Source: an optimization exercise on an open RTL-to-GDS flow (aim: small area and a short achievable clock period). Production flows keep margins and buffers that such runs may drop. In this exercise RTL edits were held to simulation tests only and were not proved equivalent to the original. Power figures rest on the tool's default switching activity, not on a simulated workload.

**design/flow/design.v**
```verilog
module simple_ram
#(parameter DATA_WIDTH = 32, parameter ADDR_WIDTH = 9)
(
	input [(DATA_WIDTH-1):0] data,
	input [(ADDR_WIDTH-1):0] r_w_addr,
	input we, clk,
	output reg [(DATA_WIDTH-1):0] q
);
	reg [DATA_WIDTH-1:0] ram[2**ADDR_WIDTH-1:0];
	always @ (posedge clk)
	begin
		if (we)
			ram[r_w_addr] <= data;
		q <= ram[r_w_addr];
	end
endmodule
module gen_pack_TSE (
input clk_i,
input srst_i,
input [9:0]gen_address_AvMM_S_i,
input gen_write_AvMM_S_i,
input [31:0]gen_writedata_AvMM_S_i,
input gen_read_AvMM_S_i,
output [31:0]gen_readdata_AvMM_S_o,
output gen_readdatavalid_AvMM_S_o,
output gen_waitrequest_AvMM_S_o,
input [31:0]gen_readdata_AvMM_M_i,
input gen_waitrequest_AvMM_M_i,
output [7:0]gen_address_AvMM_M_o,
output gen_write_AvMM_M_o,
output [31:0]gen_writedata_AvMM_M_o,
output gen_read_AvMM_M_o,
input  gen_ready_i,
output [7:0]gen_data_o,
output gen_valid_o,
output gen_startofpacket_o,
output gen_endofpacket_o
);
localparam [31:0] VAL_NOT_FOUND         = 32'h404;
localparam [31:0] TSE_REG_VAL_RESET     = 32'h2008;
localparam [31:0] TSE_REG_VAL_RESET_COR = 32'h8;
localparam [31:0] TSE_REG_VAL_2_COMCONF = 32'h900001b;
localparam [13:0] GEN_VAL_PART_OF_SEC   = 14'h30d4;
localparam [2:0] IDLE         = 3'b000,
                 WORK_REG     = 3'b001,
                 WORK_RAM     = 3'b010,
                 TSE_RW       = 3'b011,
                 INIT_TSE_ST  = 3'b100,
                 INIT_TSE_RD  = 3'b101,
                 INIT_TSE_WR  = 3'b110,
                 INIT_TSE_CHK = 3'b111;
localparam [1:0] IDLE_ST = 2'b00,
                 SOP     = 2'b01,
                 SEND    = 2'b10,
                 EOP     = 2'b11;
logic [31:0] control, count_pack_reg, time_work, rand_val_speed;
logic [31:0] rdata_s;
logic        rvalid_s;
logic        waitreq_s;
logic [7:0]  addr_m;
logic        write_m;
logic [31:0] wdata_m;
logic        read_m;
logic        we_tv;
logic [5:0]  r_w_addr_tv;
logic [5:0]  r_w_addr_tv_ST;
logic [5:0]  ram_addr;
logic [31:0] q_tv;
logic [1:0]  state_ST;
logic [7:0]  data_o;
logic        valid_o;
logic        sop_o;
logic        eop_o;
logic [31:0] temp_val_data_tx;
logic [1:0]  count_32to8;
logic [8:0]  size_tv;
logic [11:0] cet1, cet2;           
logic [10:0] size_pack;
logic [31:0] count_pack_work1;    
logic        flag_startwork_tx;
logic        flag_set_control_0_bit;
logic [13:0] cout_one_sec;
logic [31:0] count_time_work;
logic [9:0]  work_speed;
logic [9:0]  wait_speed;
logic [9:0]  wait_speed_lim;     
logic [10:0] count_work_speed;
logic [10:0] rand_range;
logic        flag_range_1_ready;
logic        flag_range_2_ready;
logic        flag_range_3_ready;
logic [10:0] rand_range_1;
logic [10:0] rand_range_2;
logic [10:0] rand_range_3;
logic [10:0] m1, m2;                
logic        flag_next_rand_size;
logic [10:0] rand_range_1_count;
logic [9:0]  rand_range_2_count;
logic [9:0]  rand_range_3_count;
logic [1:0]  range_queue;
logic [10:0] value_rnd_1;
logic [9:0]  value_rnd_2;
logic [9:0]  value_rnd_3;
simple_ram #(.DATA_WIDTH(32), .ADDR_WIDTH(6)) simple_ram_ex (
  .clk      (clk_i),
  .we       (we_tv),
  .data     (gen_writedata_AvMM_S_i),
  .r_w_addr (ram_addr),
  .q        (q_tv)
);
wire [9:0] a_s   = gen_address_AvMM_S_i;
wire       req_s = gen_write_AvMM_S_i | gen_read_AvMM_S_i;
wire [5:0] ram_offset = a_s[5:0] - 6'h10;
wire       m_ok  = ~gen_waitrequest_AvMM_M_i;
wire in_reg = (a_s[9:2] == 8'h0);                                    
wire in_ram = ~a_s[9] & (a_s[8] ? (~a_s[7] & ~(&a_s[6:1]))           
                                : (a_s[7:4] != 4'h0));               
wire in_tse = a_s[9] & ~a_s[8] & ~((&a_s[7:5]) & (a_s[4:2] != 3'h0));  
logic s_idle, s_reg, s_ram, s_tse, s_ist, s_ird, s_iwr, s_ichk;
wire idle_ok = s_idle & ~control[24];
wire rd_cor  = (gen_readdata_AvMM_M_i == TSE_REG_VAL_RESET_COR);
wire rd_conf = (gen_readdata_AvMM_M_i == TSE_REG_VAL_2_COMCONF);
wire n_reg  = (idle_ok & req_s & in_reg) | (s_reg & waitreq_s);
wire n_ram  = (idle_ok & req_s & in_ram) | (s_ram & waitreq_s);
wire n_tse  = (idle_ok & req_s & in_tse) | (s_tse & waitreq_s);
wire n_ist  = (s_idle & control[24]) | (s_ist & ~m_ok);
wire n_ird  = (s_ist & m_ok) | (s_ird & ~(m_ok & rd_cor));
wire n_iwr  = (s_ird & m_ok & rd_cor) | (s_iwr & ~m_ok);
wire n_ichk = (s_iwr & m_ok) | (s_ichk & ~m_ok);
wire n_idle = (idle_ok & ~(req_s & (in_reg | in_ram | in_tse))) |
              ((s_reg | s_ram | s_tse) & ~waitreq_s) |
              (s_ichk & m_ok);
logic [31:0] control_mm_n, count_pack_reg_n, time_work_n, rand_val_speed_n;
logic [31:0] rdata_s_n;
logic        rvalid_s_n, waitreq_s_n;
logic [7:0]  addr_m_n;
logic        write_m_n, read_m_n;
logic [31:0] wdata_m_n;
logic        we_tv_n;
logic [5:0]  r_w_addr_tv_n;
wire rd_s = gen_read_AvMM_S_i;
wire wr_s = gen_write_AvMM_S_i;
wire ack_404 = n_idle & ~control[24] & rd_s & ~rvalid_s;
wire ack_reg = n_reg & rd_s & in_reg;
wire ram_hit = (r_w_addr_tv == ram_offset);
wire ack_ram = n_ram & ~control[0] & rd_s & ram_hit;
wire ack_tse = n_tse & rd_s & m_ok;
logic [31:0] reg_sel;
always_comb
  case (a_s[1:0])
    2'd0: reg_sel = control;
    2'd1: reg_sel = count_pack_reg;
    2'd2: reg_sel = time_work;
    2'd3: reg_sel = rand_val_speed;
  endcase
wire wr_reg = n_reg & wr_s & in_reg;
always_comb begin
  rvalid_s_n  = ack_404 | ack_reg | ack_ram | ack_tse;
  waitreq_s_n = ~((n_idle & ~control[24] & ((wr_s & waitreq_s) | (rd_s & ~rvalid_s))) |
                  (n_reg & req_s) |
                  (n_ram & ~control[0] & (wr_s | (rd_s & ram_hit))) |
                  (n_tse & req_s & m_ok));
  rdata_s_n   = ({32{ack_404}} & VAL_NOT_FOUND) |
                ({32{ack_reg}} & reg_sel) |
                ({32{ack_ram}} & q_tv) |
                ({32{ack_tse}} & gen_readdata_AvMM_M_i);
  we_tv_n       = n_ram & ~control[0] & wr_s;
  r_w_addr_tv_n = (n_ram & ~control[0] & req_s) ? ram_offset : r_w_addr_tv;
  control_mm_n     = control;
  count_pack_reg_n = count_pack_reg;
  time_work_n      = time_work;
  rand_val_speed_n = rand_val_speed;
  if (flag_set_control_0_bit)
    control_mm_n[0] = 1'b0;
  if (n_idle & m_ok & rd_conf)
    control_mm_n[24] = 1'b0;
  if (wr_reg)
    case (a_s[1:0])
      2'd0: control_mm_n     = gen_writedata_AvMM_S_i;
      2'd1: count_pack_reg_n = gen_writedata_AvMM_S_i;
      2'd2: time_work_n      = gen_writedata_AvMM_S_i;
      2'd3: rand_val_speed_n = gen_writedata_AvMM_S_i;
    endcase
  write_m_n = (n_tse & wr_s & ~m_ok) | n_ist | n_iwr;
  read_m_n  = (n_tse & rd_s & ~m_ok) | n_ird | n_ichk;
  addr_m_n  = n_tse ? a_s[7:0] : 8'h2;
  wdata_m_n = n_ist ? TSE_REG_VAL_RESET :
              n_iwr ? TSE_REG_VAL_2_COMCONF : gen_writedata_AvMM_S_i;
end
logic [1:0] next_ST;
wire [11:0] cet1_inc = cet1[11] ? 12'd1 : cet1 + 12'd1;
wire [11:0] cet2_inc = (cet2 == 12'd2049) ? 12'd2 : cet2 + 12'd1;
wire        last1  = (cet1 == {1'b0, size_pack});
wire        last2  = (cet2 == {1'b0, size_pack});
always_comb begin
  next_ST = IDLE_ST;
  case (state_ST)
    IDLE_ST: next_ST = (control[0] && count_work_speed == 11'h0) ? SOP : IDLE_ST;
    SOP:     if (gen_ready_i && sop_o && control[0])
               next_ST = SEND;
             else if (r_w_addr_tv_ST == 6'd5)
               next_ST = IDLE_ST;
             else
               next_ST = SOP;
    SEND:    next_ST = (gen_ready_i && last1) ? EOP : SEND;
    EOP:     if (count_work_speed != 11'h0 && gen_ready_i)
               next_ST = IDLE_ST;
             else if (flag_startwork_tx && gen_ready_i)
               next_ST = SOP;
             else if (gen_ready_i)
               next_ST = IDLE_ST;
             else
               next_ST = EOP;
    default: next_ST = IDLE_ST;
  endcase
end
logic [7:0]  data_o_n;
logic        valid_o_n, sop_o_n, eop_o_n;
logic [5:0]  r_w_addr_tv_ST_n;
logic [1:0]  count_32to8_n;
logic [31:0] temp_val_data_tx_n;
logic [8:0]  size_tv_n;
logic [11:0] cet1_n, cet2_n;
logic [31:0] count_pack_work1_n;
logic        flag_startwork_tx_n;
logic        flag_set_n;
logic [7:0] byte_sel;
always_comb begin
  case (count_32to8)
    2'd0: byte_sel = temp_val_data_tx[7:0];
    2'd1: byte_sel = temp_val_data_tx[15:8];
    2'd2: byte_sel = temp_val_data_tx[23:16];
    2'd3: byte_sel = temp_val_data_tx[31:24];
  endcase
end
always_comb begin
  data_o_n            = data_o;
  valid_o_n           = valid_o;
  sop_o_n             = 1'b0;
  eop_o_n             = eop_o;
  r_w_addr_tv_ST_n    = r_w_addr_tv_ST;
  count_32to8_n       = count_32to8;
  temp_val_data_tx_n  = temp_val_data_tx;
  size_tv_n           = size_tv;
  cet1_n              = cet1;
  cet2_n              = cet2;
  count_pack_work1_n  = count_pack_work1;
  flag_startwork_tx_n = flag_startwork_tx;
  flag_set_n          = 1'b0;
  case (next_ST)
    IDLE_ST: begin
      r_w_addr_tv_ST_n = flag_startwork_tx ? 6'd0 : 6'd1;
      data_o_n       = 8'h0;
      valid_o_n      = 1'b0;
      eop_o_n        = 1'b0;
      count_32to8_n  = 2'd0;
      size_tv_n      = 9'd0;
      cet1_n = 12'd1;
      cet2_n = 12'd2;
      if (!control[0])
        count_pack_work1_n = 32'h1;
    end
    SOP: begin
      r_w_addr_tv_ST_n = control[0] ? 6'd0 : 6'd5;
      if (r_w_addr_tv_ST == 6'd0)
        cet1_n = 12'd2;
        cet2_n = 12'd3;
      if (cet1 == 12'd2) begin
        temp_val_data_tx_n = q_tv;
        data_o_n           = q_tv[7:0];
        valid_o_n          = 1'b1;
        sop_o_n            = 1'b1;
        count_32to8_n      = 2'd1;
        size_tv_n          = 9'd0;
      end
      else if (!control[0])
        flag_startwork_tx_n = 1'b0;
      else if (flag_startwork_tx) begin
        cet1_n             = 12'd2;
        cet2_n             = 12'd3;
        temp_val_data_tx_n = q_tv;
        data_o_n           = q_tv[7:0];
        valid_o_n          = 1'b1;
        sop_o_n            = 1'b1;
        count_32to8_n      = 2'd1;
        size_tv_n          = 9'd0;
      end
      eop_o_n = 1'b0;
    end
    SEND: begin
      valid_o_n = 1'b1;
      if (gen_ready_i) begin
        data_o_n = byte_sel;
        if (count_32to8 == 2'd1)
          r_w_addr_tv_ST_n = size_tv[5:0] + 6'h1;
        cet1_n = cet1_inc;
        cet2_n = cet2_inc;
        count_32to8_n  = count_32to8 + 2'h1;
        if (count_32to8 == 2'd3) begin
          size_tv_n          = size_tv + 9'h1;
          temp_val_data_tx_n = q_tv;
        end
        if (last2) begin
          r_w_addr_tv_ST_n = 6'd0;
          if (!control[2]) begin
            count_pack_work1_n = count_pack_work1 + 32'h1;
            if (count_pack_work1 >= count_pack_reg)
              flag_set_n = 1'b1;
          end
          else if (count_time_work >= time_work)
            flag_set_n = 1'b1;
        end
      end
    end
    EOP: begin
      valid_o_n = 1'b1;
      if (gen_ready_i) begin
        data_o_n       = byte_sel;
        cet1_n = cet1_inc;
        cet2_n = cet2_inc;
        count_32to8_n  = count_32to8 + 2'h1;
        if (count_32to8 == 2'd3) begin
          size_tv_n          = size_tv + 9'h1;
          temp_val_data_tx_n = q_tv;
        end
        r_w_addr_tv_ST_n = 6'd0;
        if (last1)
          eop_o_n = 1'b1;
        flag_startwork_tx_n = 1'b1;
      end
    end
  endcase
end
always_ff @(posedge clk_i) begin
  if (srst_i) begin
    s_idle <= 1'b1; s_reg <= 1'b0; s_ram <= 1'b0; s_tse <= 1'b0;
    s_ist  <= 1'b0; s_ird <= 1'b0; s_iwr <= 1'b0; s_ichk <= 1'b0;
    rdata_s        <= 32'h0;
    rvalid_s       <= 1'b0;
    waitreq_s      <= 1'b1;
    control        <= 32'h0;
    count_pack_reg <= 32'h0;
    time_work      <= 32'h0;
    rand_val_speed <= 32'h0;
    we_tv          <= 1'b0;
    r_w_addr_tv    <= 6'h0;
    ram_addr       <= 6'h0;
    state_ST          <= IDLE_ST;
    data_o            <= 8'h0;
    valid_o           <= 1'b0;
    sop_o             <= 1'b0;
    eop_o             <= 1'b0;
    r_w_addr_tv_ST    <= 6'h0;
    count_32to8       <= 2'h0;
    temp_val_data_tx  <= 32'h0;
    size_tv           <= 9'h0;
    cet1              <= 12'd1;
    cet2              <= 12'd2;
    count_pack_work1  <= 32'h1;
    flag_startwork_tx <= 1'b0;
    flag_set_control_0_bit <= 1'b0;
  end
  else begin
    s_idle <= n_idle; s_reg <= n_reg; s_ram <= n_ram; s_tse <= n_tse;
    s_ist  <= n_ist;  s_ird <= n_ird; s_iwr <= n_iwr; s_ichk <= n_ichk;
    rdata_s        <= rdata_s_n;
    rvalid_s       <= rvalid_s_n;
    waitreq_s      <= waitreq_s_n;
    control        <= control_mm_n;
    count_pack_reg <= count_pack_reg_n;
    time_work      <= time_work_n;
    rand_val_speed <= rand_val_speed_n;
    we_tv          <= we_tv_n;
    r_w_addr_tv    <= r_w_addr_tv_n;
    ram_addr       <= control_mm_n[0] ? r_w_addr_tv_ST_n : r_w_addr_tv_n;
    state_ST          <= next_ST;
    data_o            <= data_o_n;
    valid_o           <= valid_o_n;
    sop_o             <= sop_o_n;
    eop_o             <= eop_o_n;
    r_w_addr_tv_ST    <= r_w_addr_tv_ST_n;
    count_32to8       <= count_32to8_n;
    temp_val_data_tx  <= temp_val_data_tx_n;
    size_tv           <= size_tv_n;
    cet1              <= cet1_n;
    cet2              <= cet2_n;
    count_pack_work1  <= count_pack_work1_n;
    flag_startwork_tx <= flag_startwork_tx_n;
    flag_set_control_0_bit <= flag_set_n;
  end
end
always_ff @(posedge clk_i) begin
  write_m <= write_m_n;
  read_m  <= read_m_n;
  addr_m  <= addr_m_n;
  wdata_m <= wdata_m_n;
end
always_ff @(posedge clk_i) begin
  if (srst_i) begin
    cout_one_sec    <= 14'h0;
    count_time_work <= 32'h0;
  end
  else if (!control[0]) begin
    cout_one_sec    <= 14'h0;
    count_time_work <= 32'h0;
  end
  else if (cout_one_sec >= GEN_VAL_PART_OF_SEC) begin
    cout_one_sec    <= 14'h0;
    count_time_work <= count_time_work + 32'h1;
  end
  else
    cout_one_sec <= cout_one_sec + 14'h1;
end
wire [9:0] spd = rand_val_speed[31:22];
wire work_lt = (work_speed < spd) & ({1'b0, work_speed} + 11'h1 != {1'b0, spd});
wire wait_lt = (wait_speed < wait_speed_lim) & ~(&wait_speed_lim);
always_ff @(posedge clk_i)
  wait_speed_lim <= ~spd;
always_ff @(posedge clk_i) begin
  if (srst_i) begin
    work_speed       <= 10'h0;
    wait_speed       <= 10'h0;
    count_work_speed <= 11'h0;
  end
  else begin
    if (control[0]) begin
      if (valid_o) begin
        if (work_lt)
          work_speed <= work_speed + 10'h1;
        else if (spd < 10'd1000) begin
          work_speed       <= 10'h0;
          count_work_speed <= count_work_speed + 11'h1;
        end
      end
      else if (count_work_speed != 11'h0) begin
        if (wait_lt)
          wait_speed <= wait_speed + 10'h1;
        else begin
          count_work_speed <= count_work_speed - 11'h1;
          wait_speed       <= 10'h0;
        end
      end
    end
    else begin
      work_speed       <= 10'h0;
      count_work_speed <= 11'h0;
      wait_speed       <= 10'h0;
    end
  end
end
wire [10:0] rmin = rand_val_speed[10:0];
wire        next_is_eop = (next_ST == EOP);
wire c1_lt = m1[10] & ~|(rand_range_1_count & m1);            
wire c2_lt = m2[10] & ~|({1'b0, rand_range_2_count} & m2);    
always_ff @(posedge clk_i) begin
  if (srst_i) begin
    size_pack           <= 11'd62;
    flag_next_rand_size <= 1'b0;
    range_queue         <= 2'h0;
    rand_range_1_count  <= 11'h0;
    rand_range_2_count  <= 10'h0;
    rand_range_3_count  <= 10'h0;
    value_rnd_1         <= 11'h0;
    value_rnd_2         <= 10'h0;
    value_rnd_3         <= 10'h0;
  end
  else begin
    if (!control[1])
      size_pack <= (control[13:3] >= 11'd62) ? control[13:3] : 11'd62;
    else if (rand_range == 11'h0)
      size_pack <= 11'd62;
    if (flag_range_1_ready && flag_range_2_ready && flag_range_3_ready && !flag_next_rand_size && !next_is_eop) begin
      range_queue         <= range_queue + 2'h1;
      flag_next_rand_size <= 1'b1;
      if ((range_queue[0] ||
           (range_queue == 2'd2 && !c2_lt) ||
           (range_queue == 2'd0 && {1'b0, rand_range_3_count} >= rand_range_3)) &&
          c1_lt) begin
        rand_range_1_count <= rand_range_1_count + 11'h1;
        value_rnd_1        <= (value_rnd_1 << 2) + value_rnd_1 + 11'h1;
        size_pack          <= value_rnd_1 + rmin;
      end
      else if ((range_queue != 2'd0 ||
                {1'b0, rand_range_3_count} >= rand_range_3) &&
               c2_lt) begin
        rand_range_2_count <= rand_range_2_count + 10'h1;
        value_rnd_2        <= (value_rnd_2 << 2) + value_rnd_2 + 10'h1;
        size_pack          <= {1'b0, value_rnd_2} + base_2;
      end
      else if ({1'b0, rand_range_3_count} < rand_range_3) begin
        rand_range_3_count <= rand_range_3_count + 10'h1;
        value_rnd_3        <= value_rnd_3 + 10'h1;
        size_pack          <= {1'b0, value_rnd_3} + base_2 + rand_range_2;
      end
    end
    if (flag_next_rand_size && next_is_eop) begin
      flag_next_rand_size <= 1'b0;
      if (!c1_lt && !c2_lt &&
          {1'b0, rand_range_3_count} >= rand_range_3) begin
        rand_range_1_count <= 11'h0;
        rand_range_2_count <= 10'h0;
        rand_range_3_count <= 10'h0;
        value_rnd_1        <= 11'h0;
        value_rnd_2        <= 10'h0;
        value_rnd_3        <= 10'h0;
      end
      if (rand_range_1 != 11'h0) value_rnd_1 <= value_rnd_1 & ~m1;
      if (rand_range_2 != 11'h0) value_rnd_2 <= value_rnd_2 & ~m2[9:0];
    end
  end
end
function automatic [10:0] pow2_below(input [10:0] r, input bit top1024);
  logic [10:0] gt;
  integer k;
  for (k = 1; k <= 10; k = k + 1)
    gt[k] = (|(r >> (k + 1))) | (r[k] & (|(r & ((11'h1 << k) - 11'h1))));
  gt[0] = 1'b0;
  if (!top1024) gt[10] = 1'b0;
  pow2_below = 11'h0;
  for (k = 1; k <= 10; k = k + 1)
    if (gt[k]) pow2_below = 11'h1 << k;
endfunction
wire [10:0] rr_left = rand_range - rand_range_1;
wire        rr_go   = (rand_range != 11'h0);
function automatic [10:0] or_up(input [10:0] v);
  integer k;
  for (k = 0; k < 11; k = k + 1) or_up[k] = |(v & ((11'h2 << k) - 11'h1));
endfunction
wire [10:0] rand_range_1_n = (rr_go && !flag_range_1_ready) ? pow2_below(rand_range, 1'b1) : rand_range_1;
wire wr_rvs = wr_reg & (a_s[1:0] == 2'd3);
logic [10:0] base_k, base_w;
logic        base_sel;
always_ff @(posedge clk_i) begin
  base_k   <= rand_val_speed[10:0] + rand_range_1;
  base_w   <= gen_writedata_AvMM_S_i[10:0] + rand_range_1;
  base_sel <= wr_rvs & ~srst_i;
end
wire [10:0] base_2 = base_sel ? base_w : base_k;
always_ff @(posedge clk_i) begin
  if (srst_i) begin
    flag_range_1_ready <= 1'b0;
    flag_range_2_ready <= 1'b0;
    flag_range_3_ready <= 1'b0;
    rand_range_1       <= 11'h0;
    rand_range_2       <= 11'h0;
    rand_range_3       <= 11'h0;
    m1                 <= 11'h0;
    m2                 <= 11'h0;
    rand_range         <= 11'h0;
  end
  else begin
    if (control[0] && control[1])
      rand_range <= rand_val_speed[21:11] - rand_val_speed[10:0] + 11'h1;
    else begin
      flag_range_1_ready <= 1'b0;
      flag_range_2_ready <= 1'b0;
      flag_range_3_ready <= 1'b0;
      rand_range         <= 11'h0;
    end
    rand_range_1 <= rand_range_1_n;
    m1           <= or_up(rand_range_1_n);
    if (rr_go) begin
      if (!flag_range_1_ready)
        flag_range_1_ready <= 1'b1;
      else if (!flag_range_2_ready) begin
        rand_range_2       <= pow2_below(rr_left, 1'b0);
        m2                 <= or_up(pow2_below(rr_left, 1'b0));
        flag_range_2_ready <= 1'b1;
      end
      else if (!flag_range_3_ready) begin
        rand_range_3       <= rr_left - rand_range_2;
        flag_range_3_ready <= 1'b1;
      end
    end
  end
end
assign gen_readdata_AvMM_S_o      = rdata_s;
assign gen_readdatavalid_AvMM_S_o = rvalid_s;
assign gen_waitrequest_AvMM_S_o   = waitreq_s;
assign gen_address_AvMM_M_o   = addr_m;
assign gen_write_AvMM_M_o     = write_m;
assign gen_writedata_AvMM_M_o = wdata_m;
assign gen_read_AvMM_M_o      = read_m;
assign gen_data_o          = data_o;
assign gen_valid_o         = valid_o;
assign gen_startofpacket_o = sop_o;
assign gen_endofpacket_o   = eop_o;
endmodule
```
**design/flow/config.mk**
```make
export PLATFORM = sky130hd
export DESIGN_NAME = gen_pack_TSE
export DESIGN_NICKNAME = gen_pack_TSE
export VERILOG_FILES = /design/flow/design.v
export SDC_FILE = /design/flow/constraint.sdc
export NUM_CORES = 4
export LEC_CHECK = 0
export CAP_MARGIN = 20
export CORE_MARGIN = 2
export CORE_UTILIZATION = 62
export CTS_BUF_LIST = sky130_fd_sc_hd__clkbuf_16
export CTS_CLUSTER_DIAMETER = 50
export CTS_CLUSTER_SIZE = 28
export PLACE_DENSITY = 0.75
export SETUP_SLACK_MARGIN = 5
export SLEW_MARGIN = 20
export TNS_END_PERCENT = 100
```
**design/flow/run.sh**
```bash
#!/bin/bash
# synth_recipe.tcl (not shown) runs the flow's synth.tcl, then flattens the netlist and writes it again
# the make line also repeats each setting of config.mk as NAME=value (left out here)
make -C /OpenROAD-flow-scripts/flow DESIGN_CONFIG=/design/flow/config.mk WORK_HOME=/design/flow/orfs CLKGATE_MAP_FILE= SYNTH_SCRIPT=/design/flow/synth_recipe.tcl finish
```
**design/flow/constraint.sdc**
```tcl
create_clock -name core_clock -period 8.0 [get_ports {clk_i}]
set_input_delay 1.6000 -clock core_clock [delete_from_list [all_inputs] [get_ports {clk_i}]]
set_output_delay 1.6000 -clock core_clock [all_outputs]
set_load 0.01 [all_outputs]
```
==> flow_results.org, run 1 <==
** Outcome
- The flow ran to the end and the layout has no timing, DRC or antenna violations.

** STA
- Setup repair after global routing could not meet its margin everywhere.
- Hold is met by 456.9 ps.
- The clock arrives with a little under 60 ps of skew.
- Dividing the final minimum period by the clock period gives 39.28%.
- Setup violations remaining at the end of the flow were counted as 0.
- Endpoints failing hold :: 0
- Max frequency :: 0.3182 GHz
- Accumulated negative setup slack :: 0 ps
- The final count of pins violating max slew was 0.
- Measured against its own limit, the worst slew margin works out to 16.49%.
- Shortest period the worst path allows :: about 3100 ps
- Transition time at the pin with the least slew margin :: 1241 ps

** Global routing
- Global-route wire length before repair :: 465.2 mm
- Vias in the first global route :: 68427
- After global routing the overflow that remains totals 0.
- The number of antenna violations at the first check in global routing is 20.
- GRT Util Overall :: 36.55%
- Largest net degree at the start of global routing :: 137

** Detailed routing
- In the final routed layout, each cell accounts on average for 31.56 um.
- Count of routing violations after the opening detailed-route iteration :: 12025
- Summing over every cut layer, the via total after detailed routing is between 70000 and 80000.
- Wires add up to roughly 330 mm.
- Before antenna repair, the detailed router went through 8 iterations.
- DRC viols :: 0
- Vias per inst :: 7.027
- Number of nets with antenna violations after detailed routing :: 0

** Floorplanning
- Measured along the y axis, the die boundary spans 417.9 um.
- Die Footprint :: 0.1747 mm2
- Measured along the x axis, the die boundary spans 417.9 um.
- After floorplanning, the core was sized to cover roughly 0.17 mm2.
- The floorplan has 151 rows.
- Pin placement for this block handled 167 I/O pins.
- Effective utilization at floorplan :: 62.55%

** Hold path
- The worst hold path terminates at rand_range_3[2].
- Worst min path class :: register to register
- Startpoint of the worst hold path :: rand_range_3[2]
- Along the worst hold path, the cell count comes to 2.

** Logic synthesis
- After technology mapping, the gate count stands at 7762.
- Multiplexer cells account for 0.9457% of the synthesized area.
- For this run, the leading register cell type out of synthesis is sky130_fd_sc_hd__edfxtp_1.
- Sequential share of the synthesized area :: a little over two thirds
- Simple-gate portion of the synthesized area :: 7.700%
- Counting flops with a built-in enable in the synthesized netlist gives 2048.
- Avg Cell Area, Syn :: 13.69 um2
- Net Count, Synth :: 8089
- The synthesized design devotes to its leading area cell type 57.89% of total area.
- After synthesis the netlist holds a flip-flop and latch count of 2671.
- After synthesis, the netlist uses 108 different library cells.
- Yosys printed 2 warnings.
- Combinational family with the most area after synthesis :: compound AO/OA/AOI/OAI gates
- Of all flip-flops after synthesis, the portion carrying an async set or reset was 0%.
- In this run the cell area of the synthesized design comes to 0.1062 mm2.
- Share of synthesized cell area in full adder, half adder and majority cells :: 3.036%
- Summing the areas of all compound-gate instances in the mapped netlist gives 14.39% of the synthesized area.
- Xor/xnor share of the synthesized area :: 1.870%
- The biggest area contributor in the post-synthesis netlist is sky130_fd_sc_hd__edfxtp_1.
- After synthesis, the cell types taking the most area are sky130_fd_sc_hd__edfxtp_1 (58%), sky130_fd_sc_hd__dfxtp_1 (12%), sky130_fd_sc_hd__a22oi_1 (5.4%).

** Power
- For this design the static power due to leakage is 39.49 nW.
- Dividing total power by cell area gives a power density of 221.1 mW/mm2.
- Power comes to 0.02681 W.
- The worst-case IR drop observed on VDD is 0.2630 mV.

** Clock tree
- In this run the deepest clock path goes through 3 buffers.
- Hold buffers post-CTS :: 0
- # H-tree levels :: 4
- Clock buffer count from CTS :: around 180
- The tree is rooted in a sky130_fd_sc_hd__clkbuf_16.
- After clock tree synthesis, the clock-pin slew on the worst setup and hold paths is approximately 70 ps.
- TritonCTS clock tree :: done
- For this design, the sink count on the clock tree is 2671.
- The clock reaches the later pin of the worst-skew pair after 880 ps.

** Placed design
- In this run the tool buffered the top-level ports with 166 buffer cells.
- Summing all placed instances gives a cell area of 0.1115 mm2.
- Dpl hpwl :: around 190 mm
- GP Congestion :: 0.9734

** Finish
- Largest register by flop count :: simple_ram_ex.ram
- Cells fill 71.39% of the core in the end.
- The register with the most flip-flops in the layout has around 2000 of them.
- Area growth from synthesis to layout :: 14.13%
- In the final layout, the share of cells above drive strength 1 is 16.50%.
- In the final design database the tool counted roughly 8300 nets.
- Post-layout instance area :: around 0.12 mm2
- The layout has 10881 filler cells.

** Setup path
- At the worst endpoint, the required time is 8770 ps.
- Worst reg-to-reg path cell count :: 16
- In this run the worst path has a maximum fanout of 6.
- The worst setup path is of the register to register kind.
- In this run the critical register-to-register path is launched from base_sel.
- The most critical setup path has its startpoint at base_sel.
- The worst register-to-register path has a setup slack of approximately 5000 ps.
- The worst setup path is launched from a register.
- Crit path capture type :: register
- STA puts the critical path data arrival time at 3920 ps.
- The endpoint identified for the worst register-to-register timing path is size_pack[9].

** Flow run
- Max-Cap Viols :: 0
## worst max-delay path: stages, from the launching register on
cell and delay [ps]:
sky130_fd_sc_hd__dfxtp_4 420, sky130_fd_sc_hd__buf_12 120, sky130_fd_sc_hd__mux2i_4 240, sky130_fd_sc_hd__inv_2 70, sky130_fd_sc_hd__fa_2 560, sky130_fd_sc_hd__ha_4 160, sky130_fd_sc_hd__inv_2 40, sky130_fd_sc_hd__fa_2 340
sky130_fd_sc_hd__nor2b_2 130, sky130_fd_sc_hd__o21ai_2 80, sky130_fd_sc_hd__a21oi_2 150, sky130_fd_sc_hd__buf_4 130, sky130_fd_sc_hd__o41ai_2 50, sky130_fd_sc_hd__xor2_1 150, sky130_fd_sc_hd__nor2_1 170, sky130_fd_sc_hd__o22ai_2 100
sky130_fd_sc_hd__o22ai_1 140
## layout by cell type (no fill, tap or decap), drive strengths merged, types with 22 or more instances in the layout
master and count:
o211ai 26, nand4 184, a211oi 24, a21oi 482
nor2 344, nor3 106, nor2b 35, nand2 594
a221oi 168, ha 229, dfxtp 623, a22oi 761
or4 23, a22o 159, inv 297, clkdlybuf4s50 22
and2 58, clkinv 70, clkbuf 199, nand2b 30
xor2 96, nor4 41, or3 34, a31oi 190
and3 56, nand3 136, edfxtp 2048, buf 442
xnor2 130, a21o 45, mux4 32, o21ai 162
## report_power, final
| group | switching [W] | total [W] | internal (W) |
|---|---|---|---|
| logic | 0.00111 | 0.00152 | 0.000412 |
| registers | 0.000145 | 0.0151 | 0.0150 |
| clock network | 0.00536 | 0.0102 | 0.00482 |
## worst max path at each step
stage	end	slack, ps
finish	size_pack[9]	4860
global route	size_pack[10]	4680
global placement	temp_val_data_tx[30]	2770
detailed placement	temp_val_data_tx[9]	2690
floorplan	simple_ram_ex.ram[43][0]	4180
CTS	size_pack[10]	4720
## timing repair
| item | 4_1_cts | 5_1_grt |
|---|---|---|
| pin swaps | 90 | 91 |
| resized for setup | 666 | 197 |
| setup buffers | 90 | 56 |
| setup endpoints to repair | 2140 | 420 |
| cloned | 16 | 8 |
## kinds of logic (layout without fill, tap and decap cells)
group	count (synthesis)	count (layout)
adder cells (fa/ha/maj)	247	247
AND/OR/NAND/NOR	1693	1701
other	0	4
buffers and inverters	673	1069
flip-flops	2671	2671
AO/OA/AOI/OAI	2193	2197
multiplexers	59	59
XOR/XNOR	226	226
## through the flow
stage                     worst slack (ps)  cells
after floorplan                       4176   7762
after global placement                2767   9877
after detailed placement              2693   9877
after CTS                             4723  10324
after global routing                  4683  10389
final                                 4858  10392
## synth_stat cells (159+ instances only)
cell and number:
sky130_fd_sc_hd__nand4_1 184, sky130_fd_sc_hd__edfxtp_1 2048, sky130_fd_sc_hd__inv_1 226, sky130_fd_sc_hd__a22o_1 159
sky130_fd_sc_hd__a21oi_1 480, sky130_fd_sc_hd__a22oi_1 761, sky130_fd_sc_hd__clkbuf_1 366, sky130_fd_sc_hd__dfxtp_1 623
sky130_fd_sc_hd__nand2_1 593, sky130_fd_sc_hd__nor2_1 341, sky130_fd_sc_hd__a221oi_1 167, sky130_fd_sc_hd__a31oi_1 189
sky130_fd_sc_hd__ha_1 229
## final cells by class
| cell class | instances | area, um2 | share of cell area [%] |
|---|---|---|---|
| Clock buffer | 187 | 4679 | 3.859 |
| Tap cell | 2218 | 2775 | 2.289 |
| Inverter | 228 | 882.1 | 0.7275 |
| Timing Repair Buffer | 500 | 4468 | 3.685 |
| Multi-Input combinational cell | 4430 | 32430 | 26.75 |
| Clock inverter | 154 | 1906 | 1.572 |
| Sequential cell | 2671 | 74100 | 61.11 |
| Antenna cell | 4 | 10.01 | 0.008255 |
## layer usage
layer | routed length [um] | GRT usage [%] | part of all wire (%)
met3 | 43220 | 7.752 | 13
met2 | 150600 | 56.84 | 46
met1 | 116600 | 49.95 | 36
met4 | 17500 | 16.61 | 5.3
met5 | 86 | 0 | 0.026
==> inputs of run 2 (changes only) <==
--- a/design/flow/design.v
+++ b/design/flow/design.v
@@ -6,13 +6,26 @@
 	input we, clk,
 	output reg [(DATA_WIDTH-1):0] q
 );
-	reg [DATA_WIDTH-1:0] ram[2**ADDR_WIDTH-1:0];
-	always @ (posedge clk)
-	begin
-		if (we)
-			ram[r_w_addr] <= data;
-		q <= ram[r_w_addr];
+	localparam N = 2**ADDR_WIDTH;
+	reg [DATA_WIDTH-1:0] ram[N-1:0];
+	wire [7:0] lo = 8'h1 << r_w_addr[2:0];
+	wire [7:0] hi = 8'h1 << r_w_addr[5:3];
+	wire [N-1:0] sel;
+	genvar i;
+	generate for (i = 0; i < N; i = i + 1) begin : g
+		assign sel[i] = hi[i / 8] & lo[i % 8];
+		always @(posedge clk)
+			if (we & sel[i]) ram[i] <= data;
+	end endgenerate
+	integer k;
+	reg [DATA_WIDTH-1:0] rd;
+	always @* begin
+		rd = {DATA_WIDTH{1'b0}};
+		for (k = 0; k < N; k = k + 1)
+			rd = rd | (ram[k] & {DATA_WIDTH{sel[k]}});
 	end
+	always @(posedge clk)
+		q <= rd;
 endmodule
 module gen_pack_TSE (
 input clk_i,
@@ -335,7 +348,6 @@
   if (srst_i) begin
     s_idle <= 1'b1; s_reg <= 1'b0; s_ram <= 1'b0; s_tse <= 1'b0;
     s_ist  <= 1'b0; s_ird <= 1'b0; s_iwr <= 1'b0; s_ichk <= 1'b0;
-    rdata_s        <= 32'h0;
     rvalid_s       <= 1'b0;
     waitreq_s      <= 1'b1;
     control        <= 32'h0;
@@ -346,24 +358,13 @@
     r_w_addr_tv    <= 6'h0;
     ram_addr       <= 6'h0;
     state_ST          <= IDLE_ST;
-    data_o            <= 8'h0;
-    valid_o           <= 1'b0;
     sop_o             <= 1'b0;
-    eop_o             <= 1'b0;
-    r_w_addr_tv_ST    <= 6'h0;
-    count_32to8       <= 2'h0;
-    temp_val_data_tx  <= 32'h0;
-    size_tv           <= 9'h0;
-    cet1              <= 12'd1;
-    cet2              <= 12'd2;
-    count_pack_work1  <= 32'h1;
     flag_startwork_tx <= 1'b0;
     flag_set_control_0_bit <= 1'b0;
   end
   else begin
     s_idle <= n_idle; s_reg <= n_reg; s_ram <= n_ram; s_tse <= n_tse;
     s_ist  <= n_ist;  s_ird <= n_ird; s_iwr <= n_iwr; s_ichk <= n_ichk;
-    rdata_s        <= rdata_s_n;
     rvalid_s       <= rvalid_s_n;
     waitreq_s      <= waitreq_s_n;
     control        <= control_mm_n;
@@ -374,33 +375,32 @@
     r_w_addr_tv    <= r_w_addr_tv_n;
     ram_addr       <= control_mm_n[0] ? r_w_addr_tv_ST_n : r_w_addr_tv_n;
     state_ST          <= next_ST;
-    data_o            <= data_o_n;
-    valid_o           <= valid_o_n;
     sop_o             <= sop_o_n;
-    eop_o             <= eop_o_n;
-    r_w_addr_tv_ST    <= r_w_addr_tv_ST_n;
-    count_32to8       <= count_32to8_n;
-    temp_val_data_tx  <= temp_val_data_tx_n;
-    size_tv           <= size_tv_n;
-    cet1              <= cet1_n;
-    cet2              <= cet2_n;
-    count_pack_work1  <= count_pack_work1_n;
     flag_startwork_tx <= flag_startwork_tx_n;
     flag_set_control_0_bit <= flag_set_n;
   end
 end
 always_ff @(posedge clk_i) begin
+  rdata_s        <= rdata_s_n;
+  data_o            <= data_o_n;
+  valid_o           <= valid_o_n;
+  eop_o             <= eop_o_n;
+  r_w_addr_tv_ST    <= r_w_addr_tv_ST_n;
+  count_32to8       <= count_32to8_n;
+  temp_val_data_tx  <= temp_val_data_tx_n;
+  size_tv           <= size_tv_n;
+  cet1              <= cet1_n;
+  cet2              <= cet2_n;
+  count_pack_work1  <= count_pack_work1_n;
+end
+always_ff @(posedge clk_i) begin
   write_m <= write_m_n;
   read_m  <= read_m_n;
   addr_m  <= addr_m_n;
   wdata_m <= wdata_m_n;
 end
 always_ff @(posedge clk_i) begin
-  if (srst_i) begin
-    cout_one_sec    <= 14'h0;
-    count_time_work <= 32'h0;
-  end
-  else if (!control[0]) begin
+  if (!control[0]) begin
     cout_one_sec    <= 14'h0;
     count_time_work <= 32'h0;
   end
@@ -417,12 +417,7 @@
 always_ff @(posedge clk_i)
   wait_speed_lim <= ~spd;
 always_ff @(posedge clk_i) begin
-  if (srst_i) begin
-    work_speed       <= 10'h0;
-    wait_speed       <= 10'h0;
-    count_work_speed <= 11'h0;
-  end
-  else begin
+  begin
     if (control[0]) begin
       if (valid_o) begin
         if (work_lt)
--- a/design/flow/config.mk
+++ b/design/flow/config.mk
@@ -7,11 +7,11 @@
 export LEC_CHECK = 0
 export CAP_MARGIN = 20
 export CORE_MARGIN = 2
-export CORE_UTILIZATION = 62
+export CORE_UTILIZATION = 60
 export CTS_BUF_LIST = sky130_fd_sc_hd__clkbuf_16
 export CTS_CLUSTER_DIAMETER = 50
 export CTS_CLUSTER_SIZE = 28
-export PLACE_DENSITY = 0.75
+export PLACE_DENSITY = 0.7
 export SETUP_SLACK_MARGIN = 5
 export SLEW_MARGIN = 20
 export TNS_END_PERCENT = 100
==> flow_results.org, run 2 <==
** Outcome
- Status :: complete, no violations

** Finish
- The flip-flop count of the largest register after layout came to 2048 (unchanged).
- The ratio of cells with drive above 1 in the final layout is 18.29% (+1.8 points).
- Most common library cell in the layout ignoring fill and taps :: sky130_fd_sc_hd__edfxtp_1
- Largest register by flop count :: simple_ram_ex.ram
- The final standard cell utilization of the core came to 69.62% (-1.8 points).
- The final instance count without filler cells came to 10327 (-0.63%).
- Area growth from synthesis to layout :: 15.57%
- The final-layout fill cell count was 11751 (+8.0%).
- The top cell types in the final layout, fill and taps aside, are sky130_fd_sc_hd__edfxtp_1 (2154), sky130_fd_sc_hd__nand2_1 (507), sky130_fd_sc_hd__dfxtp_1 (469), sky130_fd_sc_hd__a22o_1 (419), sky130_fd_sc_hd__a221oi_1 (393).
- Total number of nets in the final design :: 8114 (-2.7%)

** Floorplanning
- The I/O pin total came to 167 (unchanged).
- Area inside the core boundary :: 0.1757 mm2 (+3.5%)
- The initial core utilization is 60.24% (-2.3 points).
- Die Footprint :: 0.1798 mm2 (+2.9%)
- Height of the chip :: 424.0 um (+1.5%)
- Floorplan row count :: 154 (+2.0%)
- Horizontal die dimension :: 424.0 um (+1.5%)

** STA
- The slew at the pin closest to its max-slew limit was 1184 ps (-57.45 ps).
- The sum of negative setup slack came to 0 ps (unchanged).
- Final worst clock skew :: 49.21 ps (-9.747 ps)
- # setup viols final :: 0 (unchanged)
- Share of the clock period used by the worst path after layout :: 39.43% (+0.15 points)
- The maximum clock frequency was 0.3170 GHz (-0.39%).
- The final-report hold violation count is 0 (unchanged).
- The final setup slack of the worst path was 4845 ps (-12.28 ps).
- The worst slew slack as a fraction of its limit was 21.09% (+4.6 points).
- The post-layout minimum cycle time is 3155 ps (+12.28 ps).
- Unrepaired setup endpoints after global routing :: yes
- The final count of pins violating max slew is 0 (unchanged).

** Logic synthesis
- Yosys top cell by area :: sky130_fd_sc_hd__edfxtp_1
- Net Count, Synth :: 7671 (-5.2%)
- The part of the Yosys area used for sequential elements is 70.88% (+1.3 points).
- Among all flip-flop cells after synthesis, the most frequent one is sky130_fd_sc_hd__edfxtp_1.
- The most common cell in the synthesized netlist is sky130_fd_sc_hd__edfxtp_1.
- Synth async-reset ratio :: 0% (unchanged)
- The commonest cells after synthesis are sky130_fd_sc_hd__edfxtp_1 (2154), sky130_fd_sc_hd__nand2_1 (522), sky130_fd_sc_hd__dfxtp_1 (517), sky130_fd_sc_hd__a22o_1 (420), sky130_fd_sc_hd__a221oi_1 (417).
- Gate count of the mapped netlist :: 7344 (-5.4%)
- The post-synthesis cell area was 0.1059 mm2 (-0.36%).
- Number of flops mapped to enable cells by yosys :: 2154 (+5.2%)
- Total of warnings raised by yosys :: 3 (+1)
- Top cells by area in the synthesized netlist :: sky130_fd_sc_hd__edfxtp_1 (61%), sky130_fd_sc_hd__dfxtp_1 (9.8%), sky130_fd_sc_hd__a22o_1 (3.5%)
- Avg Cell Area, Syn :: 14.41 um2 (+5.3%)
- The share of Yosys cell area claimed by the top area cell type came to 61.10% (+3.2 points).
- Flip-flop and latch count after synthesis :: 2671 (unchanged)
- Unique cell type count in the Yosys netlist :: 87 (-19%)

** Setup path
- Path type of the worst setup path :: register to register
- The worst setup path is captured at a register.
- The worst-case reg-to-reg path depth was 13 (-3).
- The startpoint identified for the worst register-to-register timing path is base_sel.
- Worst setup SP type :: register
- Required @ worst endpoint :: 8700 ps (-70 ps)
- R2R setup slack :: 4850 ps (about the same)
- The maximum net fanout on the critical path was 7 (+1).
- The arrival time of data at the critical path endpoint is 3860 ps (-60 ps).
- The endpoint identified for the worst register-to-register timing path is size_pack[10].

** Detailed routing
- DRC viols :: 0 (unchanged)
- Final wirelength :: 414.4 mm (+26%)
- The number of optimization iterations in the first detailed-route pass was 9 (+1).
- The routed length per instance came to 40.12 um (+27%).
- Number of nets with antenna violations after detailed routing :: 0 (unchanged)
- Count of routing violations after the opening detailed-route iteration :: 15824 (+32%)
- The detailed-route via count is 76999 (+5.4%).
- Vias per inst :: 7.456 (+6.1%)

** Hold path
- End point of the worst hold path :: rand_range_3[8]
- Worst hold path cell count :: 2 (unchanged)
- The path class of the tightest hold or removal check is register to register.
- Startpoint of the worst hold path :: rand_range_3[8]

** Clock tree
- The TritonCTS sink count came to 2671 (unchanged).
- The cell sitting at the root of the clock tree is a sky130_fd_sc_hd__clkbuf_16.
- The insertion delay to the later sink of the worst-skew pair is 910 ps (+30 ps).
- The clock-pin slew on the worst setup and hold paths came to 60 ps (about the same).
- Clock buffer count from CTS :: 194 (+7.2%)
- The quantity of hold-fixing buffers added after cts was 0 (unchanged).
- TritonCTS clock tree :: done
- Max Root-Sink Buffers :: 3 (unchanged)
- The CTS H-tree depth was 4 (unchanged).

** Global routing
- The number of global-route vias before repair was 69976 (+2.3%).
- The wire length of the first global-routing pass was 555.9 mm (+20%).
- The pin count of the biggest net entering global routing was 92 (-33%).
- The combined global-route utilization of all metal layers was 45.10% (+8.6 points).
- Congestion Overflow GR :: 0 (unchanged)
- The number of antenna violations at the first check in global routing is 22 (+10%).

** Placed design
- The global placement routability congestion is 0.9301 (-4.4%).
- The placed cell count was 9727 (-1.5%).
- Port buffer count :: 166 (unchanged)
- Setup slack at placement :: 2471 ps (-221.6 ps)
- The detailed placement HPWL is 234.7 mm (+25%).

** Power
- The leakage power figure came to 41.30 nW (+4.6%).
- The total power density per cell area is 220.1 mW/mm2 (-0.48%).
- The total design power is 0.02693 W (+0.42%).
- The maximum vdd drop was 0.2979 mV (+13%).

** Flow run
- Max-Cap Viols :: 0 (unchanged)
-- run 2: cell types whose count changed after synthesis, sizes merged, moves of 53 or more --
cell and change:
a21oi -204, a221oi +250, a22o +261, a22oi -514
a31oi -163, and2 +59, clkbuf -63, dfxtp -106
edfxtp +106, nand2 -71, xor2 +53
-- run 2: area by class of cell --
type / instances / area [um2] / area share [%]
Timing Repair inverter: 1 / 5.005 / 0.004091
Multi-Input combinational cell: 4112 / 31230 / 25.53
Tap cell: 2340 / 2928 / 2.393
Clock buffer: 197 / 4930 / 4.029
Antenna cell: 27 / 67.56 / 0.05522
Clock inverter: 172 / 2022 / 1.653
Inverter: 216 / 848.3 / 0.6934
Timing Repair Buffer: 591 / 5167 / 4.224
Sequential cell: 2671 / 75150 / 61.42
-- run 2: how the worst max path moves through the flow --
stage / to / cells after the start / start / slack (ps)
floorplan: value_rnd_3[8] / 10 / gen_ready_i / 4430
global placement: rand_range_2_count[7] / 9 / gen_ready_i / 2500
finish: size_pack[10] / 13 / base_sel / 4850
CTS: gen_valid_o / 2 / valid_o / 4870
global route: size_pack[7] / 13 / base_sel / 4770
detailed placement: rand_range_2_count[7] / 9 / gen_ready_i / 2470
-- run 2: repair_timing --
item / CTS / global route
resized for setup: 765 / 199
pin swaps: 109 / 90
cloned: 8 / 5
buffers inserted: 144 / 47
endpoints found under the setup margin: 2525 / 661
-- run 2: cells by family after synthesis --
kind of cell,count (synthesis),synth area share [%]
DFF,2671,70.88
AOI/OAI and AO/OA,1785,12.74
and+or+nand+nor,1751,8.143
buffers and inverters,570,2.059
adders and majority gates,247,3.047
xor gates and xnor gates,243,2.011
muxes,77,1.125
-- run 2: power by group --
group / leakage [nW] / switching [W] / internal (W)
sequential: 23.8 / 0.000140 / 0.0151
combinational: 14.1 / 0.000726 / 0.000257
clock: 3.41 / 0.00562 / 0.00513
total: 41.3 / 0.00649 / 0.0204
-- run 2: metrics by stage --
stage                     hold WS, ps  instance area, um2
after detailed placement        449.2              111800
final                           456.2              122300
after global routing            480.9              122300
after floorplan                 380.2              106600
after global placement          442.2              111700
after CTS                       454.7              121000
-- run 2: per-layer routing --
layer	GRT usage, %	wire (um)	up-vias
met5	0.3495	156	-
met4	30.58	36450	20
met3	18.11	70610	2031
met2	64.86	174500	7740
met1	56.11	132700	37294
li1	-	-	29914
-- run 2: critical path, stage by stage, from the launching register on --
cell and delay (ps):
sky130_fd_sc_hd__dfxtp_4 440, sky130_fd_sc_hd__mux2i_4 310, sky130_fd_sc_hd__inv_2 90, sky130_fd_sc_hd__fa_1 510, sky130_fd_sc_hd__ha_4 190, sky130_fd_sc_hd__buf_4 130, sky130_fd_sc_hd__a21oi_2 160, sky130_fd_sc_hd__o211ai_1 180
sky130_fd_sc_hd__o41ai_4 300, sky130_fd_sc_hd__o21ai_1 120, sky130_fd_sc_hd__xnor2_1 160, sky130_fd_sc_hd__nor2_1 80, sky130_fd_sc_hd__a211oi_1 210, sky130_fd_sc_hd__o32ai_1 110
==> inputs of run 3 (changes only) <==
--- a/design/flow/config.mk
+++ b/design/flow/config.mk
@@ -7,11 +7,11 @@
 export LEC_CHECK = 0
 export CAP_MARGIN = 20
 export CORE_MARGIN = 2
-export CORE_UTILIZATION = 60
+export CORE_UTILIZATION = 62
 export CTS_BUF_LIST = sky130_fd_sc_hd__clkbuf_16
 export CTS_CLUSTER_DIAMETER = 50
 export CTS_CLUSTER_SIZE = 28
-export PLACE_DENSITY = 0.7
+export PLACE_DENSITY = 0.75
 export SETUP_SLACK_MARGIN = 5
 export SLEW_MARGIN = 20
 export TNS_END_PERCENT = 100
==> flow_results.org, run 3 <==
** Clock tree
- Hold buffers post-CTS :: 0 (unchanged)
- Clock buffer count from CTS :: 182 (-6.2%)
- Clock edge transition at the registers on the reported setup and hold paths :: 70 ps (about the same)
- The TritonCTS sink count is 2671 (unchanged).
- TritonCTS built the clock tree.
- CTS placed an instance of sky130_fd_sc_hd__clkbuf_16 at the clock tree root.
- Max Root-Sink Buffers :: 3 (unchanged)
- Clock latency on the worst-skew pair :: 890 ps (-20 ps)
- # H-tree levels :: 4 (unchanged)

** Setup path
- The signal on the critical path passes through nand3b_1 > buf_6 > buf_4 > nor2_4 > and2_2 > buf_6.
- The worst register-to-register path begins at ram_addr[4].
- On the critical path, the stage with the largest delay is an instance of sky130_fd_sc_hd__nor2_4.
- By instance count, the cell type seen most on the critical path is sky130_fd_sc_hd__buf_6.
- In this design, the largest share of critical-path delay is due to simple AND/OR/NAND/NOR gates.
- STA classifies the critical path startpoint as a register.
- The reg2reg setup slack is 4620 ps (-220 ps).
- The data required time of the worst path is 8500 ps (-200 ps).
- The maximum net fanout on the critical path came to 32 (+25).
- Path type of the worst setup path :: register to register
- The arrival time of data at the critical path endpoint came to 3880 ps (+20 ps).
- The endpoint identified for the worst register-to-register timing path is simple_ram_ex.ram[47][4].
- Crit path capture type :: register
- Worst reg-to-reg path cell count :: 6 (-7)
- Critical path buffers and inverters :: 3 (+1)
- Critical Path Max Stage Delay :: 1000 ps (+490 ps)

** Logic synthesis
- Unique cell type count in the Yosys netlist :: 87 (unchanged)
- The async set-or-reset flop fraction in the synthesized netlist came to 0% (unchanged).
- Area of the mapped netlist :: 0.1059 mm2 (unchanged)
- Net Count, Synth :: 7671 (unchanged)
- After synthesis, the most frequently instantiated cells are sky130_fd_sc_hd__edfxtp_1 (2154), sky130_fd_sc_hd__nand2_1 (522), sky130_fd_sc_hd__dfxtp_1 (517), sky130_fd_sc_hd__a22o_1 (420), sky130_fd_sc_hd__a221oi_1 (417).
- The part of the Yosys area used for sequential elements came to 70.88% (unchanged).
- The most used flip-flop cell after synthesis is sky130_fd_sc_hd__edfxtp_1.
- Most frequent cell after synthesis :: sky130_fd_sc_hd__edfxtp_1
- The count of warnings emitted by yosys is 3 (unchanged).
- Summed over all instances, the cell type with the most area after synthesis is sky130_fd_sc_hd__edfxtp_1.
- Flip-flop and latch count after synthesis :: 2671 (unchanged)
- Number of flops mapped to enable cells by yosys :: 2154 (unchanged)
- Top cells by area in the synthesized netlist :: sky130_fd_sc_hd__edfxtp_1 (61%), sky130_fd_sc_hd__dfxtp_1 (9.8%), sky130_fd_sc_hd__a22o_1 (3.5%)
- The synthesized netlist cell count was 7344 (unchanged).
- Fraction of synthesized cell area taken by the top area cell type :: 61.10% (unchanged)
- Avg Cell Area, Syn :: 14.41 um2 (unchanged)

** STA
- Shortest period the worst path allows :: 3379 ps (+224.6 ps)
- The final setup violation count was 0 (unchanged).
- The slew at the pin closest to its max-slew limit is 1379 ps (+194.9 ps).
- Unrepaired setup endpoints after global routing :: yes
- Final worst clock skew :: 53.74 ps (+4.533 ps)
- Share of the clock period used by the worst path after layout :: 42.24% (+2.8 points)
- The final count of pins violating max slew was 0 (unchanged).
- The final setup slack of the worst path came to 4621 ps (-224.6 ps).
- Max frequency :: 0.2959 GHz (-6.6%)
- The final-report hold violation count is 0 (unchanged).
- The sum of negative setup slack came to 0 ps (unchanged).
- The worst slew slack as a fraction of its limit came to 7.873% (-13 points).

** Finish
- The ratio of cells with drive above 1 in the final layout is 17.73% (-0.56 points).
- Post-layout instance area :: 0.1215 mm2 (-0.68%)
- End-of-flow core utilization :: 71.70% (+2.1 points)
- Total number of nets in the final design :: 8080 (-0.42%)
- Most common library cell in the layout ignoring fill and taps :: sky130_fd_sc_hd__edfxtp_1
- The top cell types in the final layout, fill and taps aside, are sky130_fd_sc_hd__edfxtp_1 (2154), sky130_fd_sc_hd__nand2_1 (511), sky130_fd_sc_hd__dfxtp_1 (449), sky130_fd_sc_hd__a22o_1 (419), sky130_fd_sc_hd__a221oi_1 (397).
- Ranked by flip-flop count, first place goes to simple_ram_ex.ram.
- The area growth from synthesis to layout is 14.78%.
- The flip-flop count of the largest register after layout was 2048 (unchanged).

** Power
- Clock power frac :: 38.9% (-1.0 points)
- The switching power was 0.006317 W (-2.6%).
- The internal power consumption came to 0.02017 W (-1.4%).
- The relative contribution of combinational cells to total power is 3.8% (about the same).
- The total power density per cell area was 217.9 mW/mm2 (-0.97%).
- Share of power burned in registers :: 57.3% (+0.9 points)
- Leakage :: 40.88 nW (-1.0%)
- The maximum vdd drop was 0.2493 mV (-16%).
- Fraction of power spent switching nets :: 23.85% (-0.23 points)

** Floorplanning
- Height of the chip :: 417.2 um (-1.6%)
- The core box area is 0.1695 mm2 (-3.6%).
- Effective utilization at floorplan :: 62.46% (+2.2 points)
- The die width is 417.2 um (-1.6%).
- The number of core rows came to 151 (-1.9%).
- Number of I/O pins :: 167 (unchanged)
- Die Footprint :: 0.1741 mm2 (-3.2%)

** Hold path
- The hold-critical path depth is 2 (unchanged).
- The worst hold path terminates at rand_range_3[6].
- Worst min path class :: register to register
- Startpoint of the worst hold path :: rand_range_3[6]

** Global routing
- The wire length of the first global-routing pass was 554.7 mm (-0.20%).
- The combined global-route utilization of all metal layers came to 46.32% (+1.2 points).
- The overflow left after global routing was 0 (unchanged).
- The pin count of the biggest net entering global routing came to 176 (+91%).
- The number of global-route vias before repair is 70971 (+1.4%).
- Antenna violations before repair :: 30 (+36%)

** Detailed routing
- The number of vias per cell after detailed routing came to 7.672 (+2.9%).
- The count of antenna-violating nets left after detailed routing came to 0 (unchanged).
- Count of vias placed by the detailed router :: 78033 (+1.3%)
- Average routed wire per standard cell :: 40.45 um (+0.81%)
- Number of iterations in the first detailed-routing pass :: 12 (+3)
- Count of routing violations after the opening detailed-route iteration :: 16530 (+4.5%)
- The count of unresolved DRC violations after routing came to 0 (unchanged).
- The total detailed-routing wirelength came to 411.4 mm (-0.72%).

** Placed design
- Dpl hpwl :: 231.4 mm (-1.4%)
- The placed standard-cell area is 0.1115 mm2 (-0.28%).
- The global placement routability congestion came to 0.9278 (-0.25%).
- The pre-CTS setup slack came to 2673 ps (+201.7 ps).
- Port buffer count :: 166 (unchanged)

** Flow run
- Max-Cap Viols :: 0 (unchanged)

** Outcome
- Status :: complete, no violations
run 3: kinds of logic (layout without fill, tap and decap cells):
kind of cell | count (synthesis) | after routing | share of synthesized area, %
compound gates | 1785 | 1787 | 12.74
xor+xnor | 243 | 243 | 2.011
fa+ha+maj | 247 | 247 | 3.047
buf+inv | 570 | 1128 | 2.059
flops | 2671 | 2671 | 70.88
mux | 77 | 77 | 1.125
other cells | 0 | 41 | 0
simple gates | 1751 | 1759 | 8.143
run 3: worst min-delay path: stages (launching register included):
cell	delay, ps
sky130_fd_sc_hd__dfxtp_2	320
sky130_fd_sc_hd__nand2_1	50
sky130_fd_sc_hd__a21oi_1	50
run 3: worst max-delay path by stage:
stage	cells after the start	startpoint	to
CTS	1	data_o[0]	gen_data_o[0]
floorplan	10	gen_ready_i	value_rnd_3[8]
global placement	9	gen_ready_i	rand_range_1_count[8]
finish	6	ram_addr[4]	simple_ram_ex.ram[47][4]
detailed placement	8	gen_ready_i	value_rnd_1[4]
global route	12	base_sel	size_pack[10]
run 3: power groups by stage:
stage / clock network, W / logic, W / registers, W
after floorplan: 0 / 0.000279 / 0.0154
after global placement: 0 / 0.000834 / 0.0155
after detailed placement: 0 / 0.000849 / 0.0155
after CTS: 0.0102 / 0.000891 / 0.0152
after global routing: 0.0107 / 0.000989 / 0.0152
final: 0.0103 / 0.00101 / 0.0152
run 3: cell type report:
class | instances | area (um2)
fill | 10616 | 47960
clock inverter | 155 | 1819
antenna | 41 | 102.6
inverter | 216 | 840.8
sequential | 2671 | 75190
timing repair inverter | 1 | 5.005
multi-input combinational | 4113 | 31060
timing repair buffer | 568 | 5014
clock buffer | 188 | 4705
tap | 2218 | 2775
run 3: what timing repair did:
| action | 4_1_cts | 5_1_grt |
|---|---|---|
| cloned | 10 | 2 |
| gates resized for setup | 760 | 190 |
| buffers inserted | 132 | 57 |
| pin swaps | 115 | 70 |
| endpoints found under the setup margin | 2425 | 551 |
run 3: metal layers:
metal	GRT usage (%)	up-vias	wire (um)	share of wire, %
li1	-	29771	-	-
met1	56.08	37263	126700	31
met2	65.90	8556	170800	42
met3	20.82	2405	74520	18
met4	32.97	38	38610	9.4
met5	1.195	-	746	0.18
run 3: per-stage QoR:
stage	total power, W	hold WS [ps]	cells
after floorplan	0.01569	380.2	7344
after global placement	0.01632	431.0	9585
after detailed placement	0.01634	440.8	9586
after CTS	0.02624	453.9	10071
after global routing	0.02684	478.3	10133
final	0.02648	452.4	10171
==> inputs of run 4 (changes only) <==
--- a/design/flow/design.v
+++ b/design/flow/design.v
@@ -504,24 +504,25 @@
     end
   end
 end
-function automatic [10:0] pow2_below(input [10:0] r, input bit top1024);
-  logic [10:0] gt;
+function automatic [10:0] pow2_mask(input [10:0] r, input bit top1024);
+  logic [11:0] gt;
   integer k;
+  gt = 12'h0;
   for (k = 1; k <= 10; k = k + 1)
     gt[k] = (|(r >> (k + 1))) | (r[k] & (|(r & ((11'h1 << k) - 11'h1))));
-  gt[0] = 1'b0;
   if (!top1024) gt[10] = 1'b0;
-  pow2_below = 11'h0;
+  pow2_mask[0] = 1'b0;
   for (k = 1; k <= 10; k = k + 1)
-    if (gt[k]) pow2_below = 11'h1 << k;
+    pow2_mask[k] = gt[1] & ~gt[k + 1];
+endfunction
+function automatic [10:0] low_bit(input [10:0] m);
+  low_bit = m & ~(m << 1);
 endfunction
 wire [10:0] rr_left = rand_range - rand_range_1;
 wire        rr_go   = (rand_range != 11'h0);
-function automatic [10:0] or_up(input [10:0] v);
-  integer k;
-  for (k = 0; k < 11; k = k + 1) or_up[k] = |(v & ((11'h2 << k) - 11'h1));
-endfunction
-wire [10:0] rand_range_1_n = (rr_go && !flag_range_1_ready) ? pow2_below(rand_range, 1'b1) : rand_range_1;
+wire        rr1_set = rr_go && !flag_range_1_ready;
+wire [10:0] m1_new  = pow2_mask(rand_range, 1'b1);
+wire [10:0] rand_range_1_n = rr1_set ? low_bit(m1_new) : rand_range_1;
 wire wr_rvs = wr_reg & (a_s[1:0] == 2'd3);
 logic [10:0] base_k, base_w;
 logic        base_sel;
@@ -553,13 +554,13 @@
       rand_range         <= 11'h0;
     end
     rand_range_1 <= rand_range_1_n;
-    m1           <= or_up(rand_range_1_n);
+    if (rr1_set) m1 <= m1_new;
     if (rr_go) begin
       if (!flag_range_1_ready)
         flag_range_1_ready <= 1'b1;
       else if (!flag_range_2_ready) begin
-        rand_range_2       <= pow2_below(rr_left, 1'b0);
-        m2                 <= or_up(pow2_below(rr_left, 1'b0));
+        rand_range_2       <= low_bit(pow2_mask(rr_left, 1'b0));
+        m2                 <= pow2_mask(rr_left, 1'b0);
         flag_range_2_ready <= 1'b1;
       end
       else if (!flag_range_3_ready) begin
--- a/design/flow/config.mk
+++ b/design/flow/config.mk
@@ -7,11 +7,11 @@
 export LEC_CHECK = 0
 export CAP_MARGIN = 20
 export CORE_MARGIN = 2
-export CORE_UTILIZATION = 62
+export CORE_UTILIZATION = 60
 export CTS_BUF_LIST = sky130_fd_sc_hd__clkbuf_16
 export CTS_CLUSTER_DIAMETER = 50
 export CTS_CLUSTER_SIZE = 28
-export PLACE_DENSITY = 0.75
+export PLACE_DENSITY = 0.7
 export SETUP_SLACK_MARGIN = 5
 export SLEW_MARGIN = 20
 export TNS_END_PERCENT = 100
==> flow_results.org, run 4 <==
** Logic synthesis
- The async set-or-reset flop fraction in the synthesized netlist came to 0% (unchanged).
- Total of warnings raised by yosys :: 3 (unchanged)
- Area of the mapped netlist :: 0.1055 mm2 (-0.34%)
- Gate count of the mapped netlist :: 7225 (-1.6%)
- Flip-flop cell with the highest count after synthesis :: sky130_fd_sc_hd__edfxtp_1
- The most common cell in the synthesized netlist is sky130_fd_sc_hd__edfxtp_1.
- Number of flops mapped to enable cells by yosys :: 2154 (unchanged)
- Unique cell type count in the Yosys netlist :: 84 (-3.4%)
- Most numerous cell types in the synthesized netlist :: sky130_fd_sc_hd__edfxtp_1 (2154), sky130_fd_sc_hd__a22o_1 (522), sky130_fd_sc_hd__dfxtp_1 (515), sky130_fd_sc_hd__a221oi_1 (504), sky130_fd_sc_hd__nand2_1 (481)

** Clock tree
- Cell at the root of the clock tree :: sky130_fd_sc_hd__clkbuf_16
- TritonCTS clock tree :: done
- The TritonCTS sink count came to 2669 (-0.075%).
- Clock edge transition at the registers on the reported setup and hold paths :: 90 ps (+20 ps)
- Clock buffer count from CTS :: 188 (+3.3%)

** Global routing
- The number of global-route vias before repair was 69777 (-1.7%).
- GRT Util Overall :: 45.55% (-0.77 points)
- The pin count of the biggest net entering global routing is 77 (-56%).

** Finish
- The final standard cell utilization of the core is 70.00% (-1.7 points).
- Area growth from synthesis to layout :: 15.59%
- Top library cells by usage in the layout, fill and taps aside :: sky130_fd_sc_hd__edfxtp_1 (2154), sky130_fd_sc_hd__a22o_1 (521), sky130_fd_sc_hd__nand2_1 (471), sky130_fd_sc_hd__dfxtp_1 (470), sky130_fd_sc_hd__a221oi_1 (463)
- Largest register by flop count :: simple_ram_ex.ram
- The final non-filler cell area was 0.1219 mm2 (+0.36%).
- The final-layout fill cell count came to 11479 (+8.1%).
- Flip-flop count of the largest register, all copies and words added :: 2048 (unchanged)
- The ratio of cells with drive above 1 in the final layout is 18.62% (+0.89 points).

** Detailed routing
- DRC viols :: 0 (unchanged)
- The number of vias per cell after detailed routing is 7.540 (-1.7%).

** Floorplanning
- The die extent in y is 423.3 um (+1.5%).
- The initial core utilization came to 60.56% (-1.9 points).
- Die Footprint :: 0.1792 mm2 (+3.0%)

** STA
- The worst slew slack as a fraction of its limit was 9.497% (+1.6 points).
- Unrepaired setup endpoints after global routing :: yes
- Transition time at the pin with the least slew margin :: 1356 ps (-22.55 ps)
- # setup viols final :: 0 (unchanged)
- Share of the clock period used by the worst path after layout :: 40.50% (-1.7 points)
- The setup skew after layout was 53.04 ps (-0.7063 ps).
- The final count of pins violating max slew was 0 (unchanged).
- Accumulated negative setup slack :: 0 ps (unchanged)

** Setup path
- The worst setup path is captured at a register.
- The critical path starts at base_sel.
- In this run the critical register-to-register path is captured at size_pack[9].
- The arrival time of data at the critical path endpoint was 4050 ps (+170 ps).
- R2R setup slack :: 4760 ps (+140 ps)

** Placed design
- Port buffer count :: 166 (unchanged)
- Placed Instance Area :: 0.1113 mm2 (-0.17%)
- The detailed placement HPWL was 234.6 mm (+1.4%).
- The global placement routability congestion was 0.9328 (+0.54%).

** Power
- Power per cell area :: 221.0 mW/mm2 (+1.4%)

** Outcome
- Status :: complete, no violations
## run 4: changes by cell type in the layout (fill, tap and decap cells not counted), moves of 22 or more
cell and change:
sky130_fd_sc_hd__a221oi_1 +66, sky130_fd_sc_hd__a221oi_2 +22, sky130_fd_sc_hd__a222oi_1 +28, sky130_fd_sc_hd__a22o_1 +102
sky130_fd_sc_hd__a22oi_1 -208, sky130_fd_sc_hd__buf_4 +53, sky130_fd_sc_hd__nand2_1 -40, sky130_fd_sc_hd__nand3_1 -30
## run 4: report_power, final
part	switching, W	total, W	internal, W
logic	0.000787	0.00109	0.000299
clock network	0.00563	0.0107	0.00504
registers	0.000138	0.0152	0.0150
## run 4: final cells by class
class                           instances  area share, %
Inverter                              238         0.7623
Sequential cell                      2669          61.59
Clock buffer                          188          3.858
Multi-Input combinational cell       3968          25.21
Antenna cell                           37        0.07593
Tap cell                             2325          2.386
Clock inverter                        170          1.749
Timing Repair Buffer                  613          4.373
## run 4: metal layers
metal | routed length [um] | track usage, % | up-vias
met5 | 344 | 0.3763 | -
met4 | 35890 | 30.02 | 22
met3 | 71960 | 19.12 | 2066
met2 | 177900 | 65.96 | 7936
met1 | 131900 | 56.03 | 37366
li1 | - | - | 29582
## run 4: timing repair
item,in CTS,in global routing
setup buffers,161,63
gates cloned,4,4
gates resized for setup,735,214
setup endpoints to repair,2474,600
pin swaps,133,94
## run 4: critical path, stage by stage (launching register included)
cell and delay, ps:
sky130_fd_sc_hd__dfxtp_4 410, sky130_fd_sc_hd__buf_6 110, sky130_fd_sc_hd__mux2_4 320, sky130_fd_sc_hd__fa_1 600, sky130_fd_sc_hd__inv_2 60, sky130_fd_sc_hd__fa_2 430, sky130_fd_sc_hd__nor2b_4 140, sky130_fd_sc_hd__o2111ai_2 150
sky130_fd_sc_hd__a31oi_1 180, sky130_fd_sc_hd__or3_1 140, sky130_fd_sc_hd__nand3_1 100, sky130_fd_sc_hd__a221oi_2 300, sky130_fd_sc_hd__o221a_4 210
## run 4: through the flow
| stage | std cells | worst slack [ps] |
|---|---|---|
| floorplan | 7225 | 4562 |
| global placement | 9578 | 3177 |
| detailed placement | 9581 | 3265 |
| CTS | 10104 | 4754 |
| global route | 10175 | 4623 |
| finish | 10208 | 4760 |
## run 4: how the worst min path moves through the flow
stage	slack, ps	startpoint	cells after the start	endpoint
final	450	rand_range_3[7]	2	rand_range_3[7]
after global routing	470	rand_range_3[7]	2	rand_range_3[7]
after CTS	460	rand_range_3[7]	2	rand_range_3[7]
after detailed placement	450	rand_range_3[7]	2	rand_range_3[7]
after global placement	440	control[25]	2	control[25]
after floorplan	380	rand_val_speed[0]	0	base_k[0]
## run 4: logic make-up (layout without fill, tap and decap cells)
family,Yosys count,after routing,share of synthesized area [%]
other,0,37,0
AND/OR/NAND/NOR,1614,1621,7.560
XOR/XNOR,242,242,2.009
buffers and inverters,595,1209,2.136
adder cells (fa/ha/maj),244,244,3.022
flip-flops,2669,2669,71.09
AO/OA/AOI/OAI,1799,1799,13.20
multiplexers,62,62,0.9856
